Source: an optimization exercise on an open RTL-to-GDS flow (aim: small area, a short achievable clock period and few clock cycles per item). Production flows keep margins and buffers that such runs may drop.
The RTL of this run was laid out without a check of its function.
Power and IR drop assume default switching activity.

**constraint.sdc**
```tcl
create_clock -name core_clock -period 16.0 [get_ports {clk}]
set_input_delay 3.2000 -clock core_clock [delete_from_list [all_inputs] [get_ports {clk}]]
set_output_delay 3.2000 -clock core_clock [all_outputs]
set_load 0.01 [all_outputs]
```
**config.mk**
```make
export PLATFORM = sky130hd
export DESIGN_NAME = rasterizer
export DESIGN_NICKNAME = rasterizer
export VERILOG_FILES = /design/flow/design.v
export SDC_FILE = /design/flow/constraint.sdc
export NUM_CORES = 8
export LEC_CHECK = 0
export CAP_MARGIN = 20
export CORE_MARGIN = 2
export CORE_UTILIZATION = 40
export SLEW_MARGIN = 20
```
**design.v**
```verilog
module edge_function (
    input  wire signed [21:0] s,       
    input  wire        [1:0]  op1sel,  
    input  wire signed [11:0] x,       
    input  wire               inv,     
    input  wire               cin,     
    output wire signed [21:0] sum
);
    wire [21:0] a = (op1sel == 2'd0) ? s : (op1sel == 2'd1) ? {s[20:0], 1'b0} : 22'd0;
    wire [21:0] xe = {{10{x[11]}}, x};
    wire [21:0] b = inv ? ~xe : xe;
    wire [22:0] t = {a, 1'b1} + {b, cin};
    assign sum = t[22:1];
endmodule
module rasterizer (
    input  wire        clk,
    input  wire        rst_n,
    input  wire [9:0]  v0_x,
    input  wire [9:0]  v0_y,
    input  wire [9:0]  v1_x,
    input  wire [9:0]  v1_y,
    input  wire [9:0]  v2_x,
    input  wire [9:0]  v2_y,
    input  wire [23:0] color,
    input  wire        start,
    output reg         busy,
    output reg         done,
    output reg  [18:0] fb_addr,
    output reg  [23:0] fb_data,
    output reg         fb_write
);
localparam [2:0] P_IDLE  = 3'd0,
                 P_S1    = 3'd1,
                 P_HORN  = 3'd2,
                 P_BIAS  = 3'd3,
                 P_WALKL = 3'd4,
                 P_WALKU = 3'd5,
                 P_TRAV  = 3'd6;
localparam [2:0] K_SWEEP = 3'd0,    
                 K_OUT   = 3'd1,    
                 K_END   = 3'd2,    
                 K_REV   = 3'd3,    
                 K_SEEK  = 3'd4,    
                 K_DOWN  = 3'd5;    
reg [2:0] phase, kind;
reg signed [10:0] A0, A1, A2, B0, B1, Bn2;
reg signed [21:0] S0, S1, S2;       
reg [9:0] x, y, X1, Y1;
reg [3:0] k;
reg       hb1, hb2, first;          
reg [2:0] tsel;                     
reg       o;                        
reg       d;                        
reg       nomove;                   
reg       atX1, prevX1;
always @(posedge clk) begin
    fb_data <= color;
    A0  <= {1'b0, v0_y} - {1'b0, v1_y};
    A1  <= {1'b0, v1_y} - {1'b0, v2_y};
    A2  <= {1'b0, v2_y} - {1'b0, v0_y};
    B0  <= {1'b0, v1_x} - {1'b0, v0_x};
    B1  <= {1'b0, v2_x} - {1'b0, v1_x};
    Bn2 <= {1'b0, v2_x} - {1'b0, v0_x};
end
wire zA0 = (A0 == 11'd0);
wire zA1 = (A1 == 11'd0);
wire zA2 = (A2 == 11'd0);
wire lt01 = A0[10] | (zA0 & ~B0[10]);      
wire lt12 = A1[10] | (zA1 & ~B1[10]);      
wire lt20 = A2[10] | (zA2 & Bn2[10]);      
wire t0 = lt01 & ~lt20;
wire t1 = lt12 & ~lt01;
wire t2 = lt20 & ~lt12;
wire mx01 = ~B0[10];
wire [9:0] maxx = mx01 ? (B1[10] ? v1_x : v2_x) : (Bn2[10] ? v0_x : v2_x);
wire my01 = A0[10];
wire [9:0] maxy = my01 ? (A1[10] ? v2_y : v1_y) : (A2[10] ? v0_y : v2_y);
wire [9:0] maxx_c = (maxx[9] & (maxx[8] | maxx[7])) ? 10'd639 : maxx;
wire [9:0] maxy_c = (maxy[9] | (maxy[8] & maxy[7] & maxy[6] & maxy[5])) ? 10'd479 : maxy;
wire [9:0] xt = ({10{t0}} & v0_x) | ({10{t1}} & v1_x) | ({10{t2}} & v2_x);
wire [9:0] yt = ({10{t0}} & v0_y) | ({10{t1}} & v1_y) | ({10{t2}} & v2_y);
wire [9:0] hb = (B0[9:0] ^ {10{B0[10]}}) | (Bn2[9:0] ^ {10{Bn2[10]}});
reg  [3:0] k0;
always @(*) begin
    k0 = 4'd0;
    if (hb[0]) k0 = 4'd1;
    if (hb[1]) k0 = 4'd2;
    if (hb[2]) k0 = 4'd3;
    if (hb[3]) k0 = 4'd4;
    if (hb[4]) k0 = 4'd5;
    if (hb[5]) k0 = 4'd6;
    if (hb[6]) k0 = 4'd7;
    if (hb[7]) k0 = 4'd8;
    if (hb[8]) k0 = 4'd9;
    if (hb[9]) k0 = 4'd10;
end
wire [3:0] kn = (phase == P_S1) ? k0 : k - 4'd1;
wire [10:0] hm = (hb1 & ~hb2) ? A2 : (~hb1 & hb2) ? A0 : (hb1 & hb2) ? A1 : 11'd0;
wire hneg = (hb1 & hb2) ^ first;
wire [9:0] xp1 = x + 10'd1;
wire is_trav = (phase == P_TRAV);
wire k_inside = (kind == K_SWEEP) | (kind == K_OUT);
wire blocked  = nomove | (d & atX1);
wire st_fwd  = is_trav & ((k_inside & ~blocked) | ((kind == K_SEEK) & ~blocked));
wire st_rev1 = is_trav & (kind == K_OUT) & blocked & ~nomove;            
wire st_rev2 = is_trav & (kind == K_REV);                                  
wire st_down = is_trav & (((kind == K_SWEEP) & blocked) | (kind == K_END) |
                          (kind == K_DOWN) | ((kind == K_SEEK) & blocked) |
                          ((kind == K_OUT) & nomove));
wire rev_two = ~(~d & prevX1);
wire op_a  = st_fwd | st_rev1 | st_rev2 | (phase == P_WALKL);
wire a_neg = (st_fwd & ~d) | (st_rev1 & d) | (st_rev2 & d) | (phase == P_WALKL);
wire a_two = st_rev2 & rev_two;
wire op_b  = st_down | (phase == P_WALKU);
wire b_neg = (phase == P_WALKU);
wire op_horn = (phase == P_HORN);
wire op_bias = (phase == P_BIAS);
wire [1:0] op1sel = op_horn ? (first ? 2'd2 : 2'd1) : 2'd0;
wire bias_o = S0[21] | S1[21] | S2[21];
function [11:0] opnd;
    input [10:0] a, b, m;
    input opa, two, opb, opm;
    begin
        opnd = opa ? (two ? {a, 1'b0} : {a[10], a}) :
               opb ? {b[10], b} :
               opm ? {m[10], m} : 12'd0;
    end
endfunction
wire [11:0] X0 = opnd(A0, B0,  hm, op_a, a_two, op_b, op_horn & tsel[2]);
wire [11:0] X1v = opnd(A1, B1,  hm, op_a, a_two, op_b, op_horn & tsel[0]);
wire [11:0] X2 = opnd(A2, Bn2, hm, op_a, a_two, op_b, op_horn & tsel[1]);
wire n0 = (op_a & a_neg) | (op_b & b_neg) | (op_horn & tsel[2] & hneg);
wire n1 = (op_a & a_neg) | (op_b & b_neg) | (op_horn & tsel[0] & hneg);
wire n2 = (op_a & a_neg) | (op_b & ~b_neg) | (op_horn & tsel[1] & hneg);
wire bi = op_bias & bias_o;
wire signed [21:0] T0, T1, T2;
edge_function ef0 (.s(S0), .op1sel(op1sel), .x(X0),  .inv(n0 | bi), .cin(n0), .sum(T0));
edge_function ef1 (.s(S1), .op1sel(op1sel), .x(X1v), .inv(n1 | bi), .cin(n1), .sum(T1));
edge_function ef2 (.s(S2), .op1sel(op1sel), .x(X2),  .inv(n2 | bi), .cin(n2), .sum(T2));
wire v0 = T0[21] ^ o;
wire v1 = T1[21] ^ o;
wire v2 = T2[21] ^ o;
wire insT = ~(v0 | v1 | v2);
wire wr0 = A0[10] == o, wr1 = A1[10] == o, wr2 = A2[10] == o;    
wire rT = (v0 & ~zA0 & wr0) | (v1 & ~zA1 & wr1) | (v2 & ~zA2 & wr2);
wire lT = (v0 & ~zA0 & ~wr0) | (v1 & ~zA1 & ~wr1) | (v2 & ~zA2 & ~wr2);
wire zT = (v0 & zA0) | (v1 & zA1) | (v2 & zA2);
wire atY1 = (y == Y1);
wire insS = ((S0[21] ^ o) | (S1[21] ^ o) | (S2[21] ^ o)) == 1'b0;
reg [2:0] phase_n, kind_n;
reg d_n, fin;
always @(*) begin
    phase_n = phase;
    kind_n = kind;
    d_n = d;
    fin = 1'b0;
    case (phase)
        P_IDLE:  if (start) phase_n = P_S1;
        P_S1:    phase_n = P_HORN;
        P_HORN:  if (k == 4'd0) phase_n = P_BIAS;
        P_BIAS:  begin
            d_n = 1'b1;
            kind_n = K_SWEEP;
            if (x[9] & (x[8] | x[7])) phase_n = P_WALKL;
            else if (y[9] | (y[8] & y[7] & y[6] & y[5])) phase_n = P_WALKU;
            else phase_n = P_TRAV;
        end
        P_WALKL, P_WALKU: begin
            if ((phase == P_WALKL) ? (x == 10'd640 && !(y[9] | (y[8] & y[7] & y[6] & y[5])))
                                   : (y == 10'd480)) begin
                phase_n = P_TRAV;
                if (insT) kind_n = K_SWEEP;
                else if ((rT & lT) | zT | nomove | (phase == P_WALKU)) kind_n = K_DOWN;
                else begin kind_n = K_SEEK; d_n = rT; end
            end else if (phase == P_WALKL && x == 10'd640) phase_n = P_WALKU;
        end
        P_TRAV: begin
            if (st_down) begin
                if (atY1) fin = 1'b1;
                else if (insT) kind_n = K_OUT;
                else if ((rT & lT) | zT) kind_n = K_DOWN;
                else begin kind_n = K_SEEK; d_n = rT; end
            end else if (st_rev1 | st_rev2) begin
                d_n = ~d;
                if (insT) kind_n = K_SWEEP;
                else if (atY1) fin = 1'b1;
                else kind_n = K_END;
            end else if (kind == K_SEEK) begin
                if (insT) kind_n = K_SWEEP;
                else if (zT | (d ? lT : rT)) begin
                    if (atY1) fin = 1'b1; else kind_n = K_DOWN;
                end
            end else begin  
                if (!insT) begin
                    if (kind == K_OUT) kind_n = K_REV;
                    else if (atY1) fin = 1'b1;
                    else kind_n = K_END;
                end
            end
        end
        default: phase_n = P_IDLE;
    endcase
    if (fin) phase_n = P_IDLE;
end
wire [9:0] x_n = op_a ? (a_neg ? (a_two ? x - 10'd2 : x - 10'd1) : (a_two ? x + 10'd2 : xp1)) : x;
always @(posedge clk or negedge rst_n) begin
    if (!rst_n) begin
        phase    <= P_IDLE;
        busy     <= 1'b0;
        done     <= 1'b0;
        fb_write <= 1'b0;
    end else begin
        phase    <= phase_n;
        done     <= fin;
        busy     <= (phase == P_IDLE) ? start : ~fin;
        fb_write <= is_trav & insS;
    end
end
always @(posedge clk) begin
    fb_addr <= {y, 9'd0} + {2'd0, y, 7'd0} + {9'd0, x};
    kind <= kind_n;
    d    <= d_n;
    S0 <= T0;
    S1 <= T1;
    S2 <= T2;
    x <= x_n;
    atX1 <= (x_n == X1);
    prevX1 <= atX1;
    X1 <= maxx_c;
    Y1 <= maxy_c;
    tsel <= {t2, t1, t0};
    hb1 <= B0[kn];
    hb2 <= Bn2[kn];
    case (phase)
        P_S1: begin
            k     <= k0;
            first <= 1'b1;
            x     <= xt;
            atX1  <= 1'b0;
            y     <= yt;
            nomove <= 1'b0;
        end
        P_HORN: begin
            k <= k - 4'd1;
            first <= 1'b0;
        end
        P_BIAS: o <= bias_o;
        P_WALKU: begin y <= y - 10'd1; nomove <= 1'b1; end
        P_TRAV: if (st_down) y <= y + 10'd1;
        default: ;
    endcase
end
endmodule
```
**run.sh**
```bash
#!/bin/bash
# synth_recipe.tcl (not shown) runs the flow's synth.tcl, then flattens the netlist and writes it again
# the make line also repeats each setting of config.mk as NAME=value (left out here)
make -C /OpenROAD-flow-scripts/flow DESIGN_CONFIG=/design/flow/config.mk WORK_HOME=/design/flow/orfs CLKGATE_MAP_FILE= SYNTH_SCRIPT=/design/flow/synth_recipe.tcl finish
```
==> results.cfg <==
[yosys]
synth-edff-count = 21
ys_seq_area_share_pct = 29.46
avgSynthCellArea_sq_um = 8.535
synth-seq-cells = 239
synth_most_common_cell = dfxtp_1
synth_area_leader_cell = dfxtp_1
synth_area_leaders = dfxtp_1 (25%), ha_1 (11%), xnor2_1 (6.0%)
yosys-top-cells-count = dfxtp_1 (212), nand2_1 (167), ha_1 (156)
synthCells = 1998
synth.net_count = 2253
async_flop_share_pct = 2.510
synth_top_area_share_pct = 24.89
ys_types = 83
synth_area_sq_um = 17050
synth-main-ff-cell = dfxtp_1
yosysWarningCount = 1

[setup_path]
path_cells = or3b_1 > o211ai_2 > nand2_1 > a31o_2 > xnor2_1 > ha_1 > nand4_1 > or4b_2 > a21boi_0 > a211oi_1 > xor2_1 > inv_2 > and4_1 > or2_1 > a211o_1 > a41oi_1
cp.arrival_ns = 7.22
end_kind = flop
crit_type = reg -> reg
crit_path_top_delay_cell = xnor2_1
cp.required_ns = 16.23
cpPeakStageDelay_ns = 0.80
path_max_fanout = 33
start_kind = flop
reg2reg_depth = 16

[routing]
drc = 0
drt_iter0_drc = 949
num_vias = 14590
vias_per_cell = 5.490
ant_nets = 0
wirelength_microns = 47720
routedWlPerCell_microns = 17.96
dr.pass1.iters = 8

[timing]
hold_ws_ns = 0.4261
worstMarginPinSlew_ns = 1.186
drv_slew = 0
hold_viol_final = 0
period_minus_slack_ns = 6.991
fin_tns_setup_ns = 0
setup_viol = 0
rsz0062_at_grt = no
post-route-period-util_pct = 43.69
relSlewSlack_pct = 20.19
fmax_mhz = 143.0
setup_ws_ns = 9.009
clock-skew-final_ns = 0.01194

[clock_network]
root_buffer = clkbuf_16
cts_tree = done
cts_made_buffers = 29
clock_path_buffers = 3
clk_pin_slew_ns = 0.06
post-cts-setup-buffers = 0
ctsHoldBuffers = 0
htree_levels = 1
insertion_delay_ns = 0.58
cts_sinks = 239
cts_resized = 0

[floorplan]
die_h_microns = 210.5
dieArea_sq_um = 44300
core_sq_um = 42040
num_rows = 75
pin_count = 133
die_x_microns = 210.5
start_util_pct = 40.57

[worst_hold_path]
hold_path_depth = 0
hold_path.class = reg -> reg

[run_status]
status = no timing/DRC/antenna violations

[global_routing]
grt_start_max_net_pins = 103
grt_overflow_total = 0
grtUsageTotal_pct = 21.40
antenna_found_initial = 0
grt_pass1_vias = 14410
grt_pass1_wl_microns = 76250

[place]
pre_cts_slack_ns = 8.992
gp_congestion = 0.9319
portBuffers = 132
hpwl_microns = 37060
dp.cells = 2604

[job]
maxCapViolations = 0

[cells_and_area]
nets = 2351
instances_no_fill = 2657
insertedDiodeCount = 0
area_growth_pct = 16.68
drive_gt1_share_pct = 5.382

[power]
total_leakage_power_nw = 9.066
ir_worst_vdd_mv = 0.08797
powerDensity_nw_per_um2 = 144.7
-- cells by family after synthesis --
| group | after synthesis | share of synthesized area [%] |
|---|---|---|
| AO/OA/AOI/OAI | 565 | 21.43 |
| XOR/XNOR | 209 | 11.03 |
| adder cells (fa/ha/maj) | 168 | 12.85 |
| buffers and inverters | 188 | 4.277 |
| flip-flops | 239 | 29.46 |
| multiplexers | 87 | 5.238 |
| other | 1 | 0.02199 |
| AND/OR/NAND/NOR | 541 | 15.68 |
-- metrics by stage --
stage / util, % / cell area, sq um / total power [mW]
floorplan: - / 17050 / 1.869
global placement: 44.83 / 18850 / 2.151
detailed placement: 44.83 / 18850 / 2.172
CTS: 47.32 / 19890 / 2.896
global route: 47.33 / 19900 / 3.111
finish: 47.33 / 19900 / 2.879
-- critical path: cells and delay by family (launching register included) --
family                     cells  cell delay [ns]
xor gates and xnor gates       2             1.22
AOI/OAI and AO/OA              6             1.52
DFF                            1             0.78
buffers and inverters          1             0.15
adders and majority gates      1             0.36
and+or+nand+nor                6             2.56
-- report_power, final --
| group | internal [mW] | switching (mW) | leakage, nW |
|---|---|---|---|
| logic | 0.591 | 0.711 | 6.50 |
| registers | 0.761 | 0.104 | 2.04 |
| clock network | 0.432 | 0.280 | 0.523 |
-- registers in the layout, indices dropped and copies added, names as in the netlist, 3 cells and up --
signal   flops
A2          11
fb_data     24
B1          11
A0          11
Bn2         11
S1          22
A1          11
S2          22
phase        3
B0          11
X1          10
k            4
x           10
tsel         3
fb_addr     19
Y1          10
kind         3
S0          22
y           10
-- final timing paths --
check / from / endpoint / slack (ns)
worst max-delay path: phase[2]$_DFFE_PN0P_ / kind[0]$_DFFE_PP_ / 9.01
worst min-delay path: x[6]$_DFF_P_ / fb_addr[6]$_DFF_P_ / 0.43
worst max register to register: phase[2]$_DFFE_PN0P_ / kind[0]$_DFFE_PP_ / 9.01
worst min register to register: x[6]$_DFF_P_ / fb_addr[6]$_DFF_P_ / 0.43
max in group asynchronous: rst_n / done$_DFF_PN0_ / 12.82
min in group asynchronous: rst_n / phase[2]$_DFFE_PN0P_ / 2.91
-- final cells by class --
class | instances | area (sq um)
fillers | 4109 | 22140
multi-input cells | 1571 | 11320
flip-flops and latches | 239 | 5025
repair buffers | 144 | 1411
clock buffers | 39 | 909.6
well taps | 539 | 674.4
inverters | 111 | 422.9
clock inverters | 14 | 138.9
-- placed cells by master, fill, tap and decap left out, types with 21 or more instances in the layout --
master / netlist / final
nand2_1: 167 / 167
a22oi_1: 21 / 21
ha_1: 156 / 156
nand2b_1: 92 / 92
o22ai_1: 45 / 45
nor2_1: 123 / 123
clkbuf_16: 0 / 34
clkdlybuf4s50_1: 0 / 132
a21oi_1: 135 / 135
a21o_1: 79 / 79
nor2b_1: 36 / 35
dfxtp_1: 212 / 212
mux2i_1: 69 / 68
xnor2_1: 116 / 116
edfxtp_1: 21 / 21
o21ai_0: 140 / 140
xor2_1: 89 / 89
inv_1: 107 / 106
-- routing by layer --
metal	vias up	part of all wire [%]	GRT usage, %
li1	7302	-	-
met1	6727	45	29.04
met2	458	45	34.68
met3	101	6.8	3.188
met4	0	3.4	7.528
met5	-	0	0

## what the ideal ports hide
The flow's constraints put no driver on any port. The routed layout listed below was extracted and timed again, unchanged, in two steps.
Step 1 assumes that a clkbuf_16 drives the clock port and a buf_2 every other input.
Step 2 adds t to the input delays and takes it off the output delays; t is the mean of the earliest and latest rising clock arrival at the registers after step 1. Input paths then give back, and output paths get back, about the clock's delay inside the block.
a / b / c = ideal / step 1 / step 2; a / b = the first two.
shift t [ns]: 0.622
setup WS [ns]: 9.009 / 9.009 / 9.009
worst register clock-pin slew, ns: 0.07 / 0.07
After both steps setup and hold are still met in this run. For this run, drivers alone change the setup slack by 0.000 ns; drivers and shift together by 0.000 ns.
